Source: an optimization exercise on an open RTL-to-GDS flow (aim: small area and a short achievable clock period). Production flows keep margins and buffers that such runs may drop. Function was checked by simulation only, so behaviour that the tests miss may differ from the original. Power is estimated from default activity; no workload was simulated.

==> 03-08: inputs <==
// counters
module counters(
input wire sysclk,
input wire foo_card,
input wire wfoo0_baz,
input wire wfoo0_blrb,
input wire wfoo0_zz1pb,
input wire [31:0] wfoo0_turn,
input wire debct_baz,
input wire debct_blrb,
input wire debct_zz1pb,
input wire debct_bar,
input wire [31:0] debct_turn,
input wire Z0_bar,
input wire Z0_baz,
input wire Z0_blrb,
input wire Z0_zz1pb,
input wire [31:0] Z0_turn,
input wire Y1_bar,
input wire Y1_baz,
input wire Y1_blrb,
input wire Y1_zz1pb,
input wire [31:0] Y1_turn,
input wire X2_bar,
input wire X2_baz,
input wire X2_blrb,
input wire X2_zz1pb,
input wire [31:0] X2_turn,
input wire W3_bar,
input wire W3_baz,
input wire W3_blrb,
input wire W3_zz1pb,
input wire [31:0] W3_turn,
output wire Z0_cwm,
output wire [31:0] Z0,
output wire Y1_cwm,
output wire [31:0] Y1,
output wire X2_cwm,
output wire [31:0] X2,
output wire W3_cwm,
output wire [31:0] W3,
output reg wfoo0_cwm,
output wire [31:0] wfoo0_llwln,
output wire debct_cwm,
output reg debct_pull,
output wire [31:0] debct,
output wire wdfilecardA2P
);
  wire debct_exp, z0_exp, y1_exp, x2_exp, w3_exp;
  counters_tmr t_debct(.clk(sysclk), .rst(foo_card), .baz(debct_baz), .blrb(debct_blrb),
    .bar(debct_bar), .zz1pb(debct_zz1pb), .turn(debct_turn), .cnt(debct), .cwm(debct_cwm),
    .expire(debct_exp));
  counters_tmr t_Z0(.clk(sysclk), .rst(foo_card), .baz(Z0_baz), .blrb(Z0_blrb),
    .bar(Z0_bar), .zz1pb(Z0_zz1pb), .turn(Z0_turn), .cnt(Z0), .cwm(Z0_cwm),
    .expire(z0_exp));
  counters_tmr t_Y1(.clk(sysclk), .rst(foo_card), .baz(Y1_baz), .blrb(Y1_blrb),
    .bar(Y1_bar), .zz1pb(Y1_zz1pb), .turn(Y1_turn), .cnt(Y1), .cwm(Y1_cwm),
    .expire(y1_exp));
  counters_tmr t_X2(.clk(sysclk), .rst(foo_card), .baz(X2_baz), .blrb(X2_blrb),
    .bar(X2_bar), .zz1pb(X2_zz1pb), .turn(X2_turn), .cnt(X2), .cwm(X2_cwm),
    .expire(x2_exp));
  counters_tmr t_W3(.clk(sysclk), .rst(foo_card), .baz(W3_baz), .blrb(W3_blrb),
    .bar(W3_bar), .zz1pb(W3_zz1pb), .turn(W3_turn), .cnt(W3), .cwm(W3_cwm),
    .expire(w3_exp));
  reg [31:0] wd_cnt;
  reg wd_armed, wd_mark, wd_a2p;
  wire w_z0_1 = ~wd_cnt[1] & ~wd_cnt[0];
  wire w_z2_3 = ~wd_cnt[3] & ~wd_cnt[2];
  wire w_z4_5 = ~wd_cnt[5] & ~wd_cnt[4];
  wire w_z6_7 = ~wd_cnt[7] & ~wd_cnt[6];
  wire w_z8_9 = ~wd_cnt[9] & ~wd_cnt[8];
  wire w_z10_11 = ~wd_cnt[11] & ~wd_cnt[10];
  ...
Settings: LEC_CHECK=0, CAP_MARGIN=20, CORE_MARGIN=2, CORE_UTILIZATION=40, SETUP_SLACK_MARGIN=1.45, SLEW_MARGIN=20; clock period 3.3 ns.
standard.sh (not shown) runs the stock make flow with config.mk's settings and CLKGATE_MAP_FILE= SYNTH_SCRIPT=/design/flow/synth_recipe.tcl, a recipe that flattens the netlist after the stock synthesis.
==> flow/flow/run.sh <==
#!/bin/bash
# The standard layout (standard.sh), with these changes:
#  - port buffers use the smallest buffer cell (buf_1) instead of the default choice;
#  - if flow/dont_use.txt exists, it replaces the platform's don't-use list
#    (it repeats the platform's list and adds slow wide OR/NOR cells);
#  - if flow/abc.script exists, synthesis is synth_recipe.tcl unchanged except that
#    Yosys's abc call runs that ABC script (flow/synth.tcl);
#  - if flow/post_gpl.tcl exists, it runs after global placement (sizes output port buffers);
#  - each line of flow/make_args.txt (if it exists) is passed to make as VAR=value.
set -uo pipefail
export BUFFER_PORTS_ARGS="-buffer_cell sky130_fd_sc_hd__buf_1"
args=()
if [[ -s flow/dont_use.txt ]]; then
  args+=("DONT_USE_CELLS=$(tr '\n' ' ' < flow/dont_use.txt)")
fi
if [[ -s flow/abc.script ]]; then
  export MY_ABC_SCRIPT="$PWD/flow/abc.script"
  args+=("SYNTH_SCRIPT=$PWD/flow/synth.tcl")
fi
if [[ -s flow/post_gpl.tcl ]]; then
  export POST_GLOBAL_PLACE_TCL="$PWD/flow/post_gpl.tcl"
fi
if [[ -s flow/make_args.txt ]]; then
  while IFS= read -r line; do
    [[ -n "$line" ]] && args+=("$line")
  done < flow/make_args.txt
fi
printf '%s\n' "${args[@]}" > run_args.log
bash standard.sh "${args[@]}" finish > standard.log 2>&1
==> flow/flow/abc.script <==
&get -n
&st
&dch
&nf -p
&put
buffer -c
topo
stime -c
upsize -c
dnsize -c
==> flow/flow/synth.tcl <==
proc synth {args} { yosys synth -nofsm -noshare {*}$args }
if { [info exists ::env(MY_ABC_SCRIPT)] } {
  proc abc {args} {
    set i [lsearch -exact $args -script]
    if { $i >= 0 } { set args [lreplace $args [expr {$i+1}] [expr {$i+1}] $::env(MY_ABC_SCRIPT)] }
    puts "abc override: $args"
    yosys abc {*}$args
  }
}
source $::env(SCRIPTS_DIR)/synth.tcl
# left out here: clear keep_hierarchy, flatten, clean up, hide names made inside functions, write 1_2_yosys.v
Other scripts of this flow, unchanged in this note and not shown: flow/flow/dont_use.txt, flow/flow/make_args.txt
==> inputs of 03-06, as changes to 03-08 <==
==> flow/flow/post_gpl.tcl (new file) <==
# After global placement: size the output port buffers up to buf_2.
set n 0
foreach bterm [[ord::get_db_block] getBTerms] {
  if { [$bterm getIoType] != "OUTPUT" } { continue }
  set net [$bterm getNet]
  if { $net == "NULL" } { continue }
  foreach iterm [$net getITerms] {
    if { ![$iterm isOutputSignal] } { continue }
    set inst [$iterm getInst]
    if { [[$inst getMaster] getName] == "sky130_fd_sc_hd__buf_1" } {
      replace_cell [$inst getName] sky130_fd_sc_hd__buf_2
      incr n
    }
  }
}
puts "post_gpl: resized $n output buffers to buf_2"
- SETUP_SLACK_MARGIN: 1.45 -> 1.5
removed: flow/flow/abc.script
removed: flow/flow/synth.tcl
==> inputs of 03-19, as changes to 03-08 <==
--- a/flow/design.v
+++ b/flow/design.v
@@ -125,29 +125,26 @@
   assign c_b[30] = c_z0_29;
   assign c_b[31] = c_z0_30;
   wire c_up0 = ~cnt[1] & c_z2_3 & c_z4_7 & c_z8_15 & c_z16_31;
   wire c_zero = c_b[31] & ~cnt[31];
   wire is_one = c_up0 & cnt[0];
   wire turn_nz = |turn;
   wire run = armed & blrb;
-  reg nz;
-  wire at_zero = ~nz;
+  wire at_zero = c_zero;
   wire load = baz | (run & bar & at_zero);
   wire dec = run & (bar | ~cwm);
   wire shot = ~baz & run & ~bar & ~cwm & is_one;
   assign expire = (~baz & run & bar & at_zero) | shot;
   always @(posedge clk, posedge rst) begin
     if (rst) begin
       cnt <= 32'd0;
-      nz <= 1'b0;
       cwm <= 1'b0;
       armed <= 1'b0;
     end else begin
       cnt <= load ? turn : cnt ^ ({32{dec}} & c_b);
-      nz <= load ? turn_nz : dec ? ~is_one : nz;
       if (baz) armed <= turn_nz;
       else if (shot) armed <= 1'b0;
       if (~zz1pb) cwm <= 1'b0;
       else if (expire) cwm <= 1'b1;
     end
   end
 endmodule
==> flow/flow/run.sh (replaced) <==
#!/bin/bash
# The standard layout (standard.sh), with these changes:
#  - port buffers use the smallest buffer cell (buf_1) instead of the default choice;
#  - if flow/dont_use.txt exists, it replaces the platform's don't-use list
#    (it repeats the platform's list and adds slow wide OR/NOR cells);
#  - each line of flow/make_args.txt (if it exists) is passed to make as VAR=value.
set -uo pipefail
export BUFFER_PORTS_ARGS="-buffer_cell sky130_fd_sc_hd__buf_1"
args=()
if [[ -s flow/dont_use.txt ]]; then
  args+=("DONT_USE_CELLS=$(tr '\n' ' ' < flow/dont_use.txt)")
fi
if [[ -s flow/make_args.txt ]]; then
  while IFS= read -r line; do
    [[ -n "$line" ]] && args+=("$line")
  done < flow/make_args.txt
fi
printf '%s\n' "${args[@]}" > run_args.log
bash standard.sh "${args[@]}" finish > standard.log 2>&1
- CORE_UTILIZATION: 40 -> 55
- SETUP_SLACK_MARGIN: 1.45 -> 1.4
removed: flow/flow/abc.script
removed: flow/flow/synth.tcl
==> notes.md <==
The flow ran to the end and the layout has no timing, DRC or antenna violations. The net switching power came out at 1933 µW. The biggest cell delay along the critical path came out at 460 ps.

The count of plain and timing-repair buffers in the layout came out at 489. The cell-internal power came out at 4199 µW. The critical path starts at t_X2.cnt[19]. The global routing met2 resource utilization is 38.57%.

The post-synthesis net count came out at 1623. At the worst endpoint, the arrival time is 2180 ps. The design has 212 sequential cells.

The die covers 30830 µm². The total standard cell area after synthesis is 11780 µm².
That was 03-06.
==> notes.md <==
The run finished with no timing, DRC or antenna violations. For the worst setup path, the data arrival time is 2240 ps. The count of plain and timing-repair buffers in the layout came out at 470. In this design, the largest share of critical-path delay is due to simple AND/OR/NAND/NOR gates. The total standard cell area after synthesis is 11660 µm². The area of the die came out at 22380 µm². The fraction of the yosys area taken by sequential cells is 44.42%.

For this run, global-route usage on met2 was measured as 50.83%. After Yosys synthesis, and, or, nand and nor cells account for 28.76% of the synthesized area. The clock buffer count in the final layout came out at 14. The most used flip-flop cell after synthesis is dfrtp_1. The post-synthesis net count came out at 1593.

The biggest cell delay along the critical path is 440 ps. The leakage power came out at 0.005614 µW. The routed design uses 2933 µm of met3 wire. In this run the worst setup path begins at t_W3.cnt[16]. Cell internal power was estimated by the tool at 4035 µW.
That was 03-19.
==> notes.md <==
The run finished with no timing, DRC or antenna violations. The critical path goes through buf_4 -> buf_1. The count of flip-flops and latches is 212. The total standard cell area after synthesis came out at 11440 µm². Data arrives at the worst endpoint at 1160 ps.

TritonCTS built the clock tree. The launching element of the worst setup path is wd_cnt[4]. The area of the die came out at 29970 µm². The count of plain and timing-repair buffers in the layout came out at 459. The worst slack at placement is 938.7 ps. The biggest cell delay along the critical path came out at 420 ps.

The cell-internal power is 4117 µW. The global routing met2 resource utilization is 37.65%. The post-synthesis net count came out at 1575. Across the VDD grid, the largest voltage drop is 0.4066 mV. The net switching power came out at 1963 µW.
That was 03-08.

[what the ideal ports hide]
In the flow no input, the clock included, has a driving cell. The finished layouts below were timed again as built, in two steps. Step 1 sets driving cells, clkbuf_16 on the clock port and buf_2 on the other inputs (assumed; they add their load-dependent delay and slew). Step 2 also shifts input and output timing later by t, the mid clock arrival at the registers, as if the neighbouring blocks saw the same clock. Slacks: no drivers / after step 1 / after step 2; pairs: no drivers / after step 1.
run | shift t [ns] | slack for setup (ns) | worst setup path after step 2 | worst register clock-pin slew, ns
03-08 | 0.514 | 1.480 / 1.430 / 1.182 | input to register | 0.09 / 0.09
03-06 | 0.526 | 1.483 / 1.456 / 1.074 | input to register | 0.09 / 0.09
03-19 | 0.504 | 1.406 / 1.383 / 1.053 | input to register | 0.09 / 0.09
After both steps setup and hold are still met in every run listed. For 03-06, which loses most, drivers alone change the setup slack by -0.027 ns; drivers and shift together by -0.409 ns.
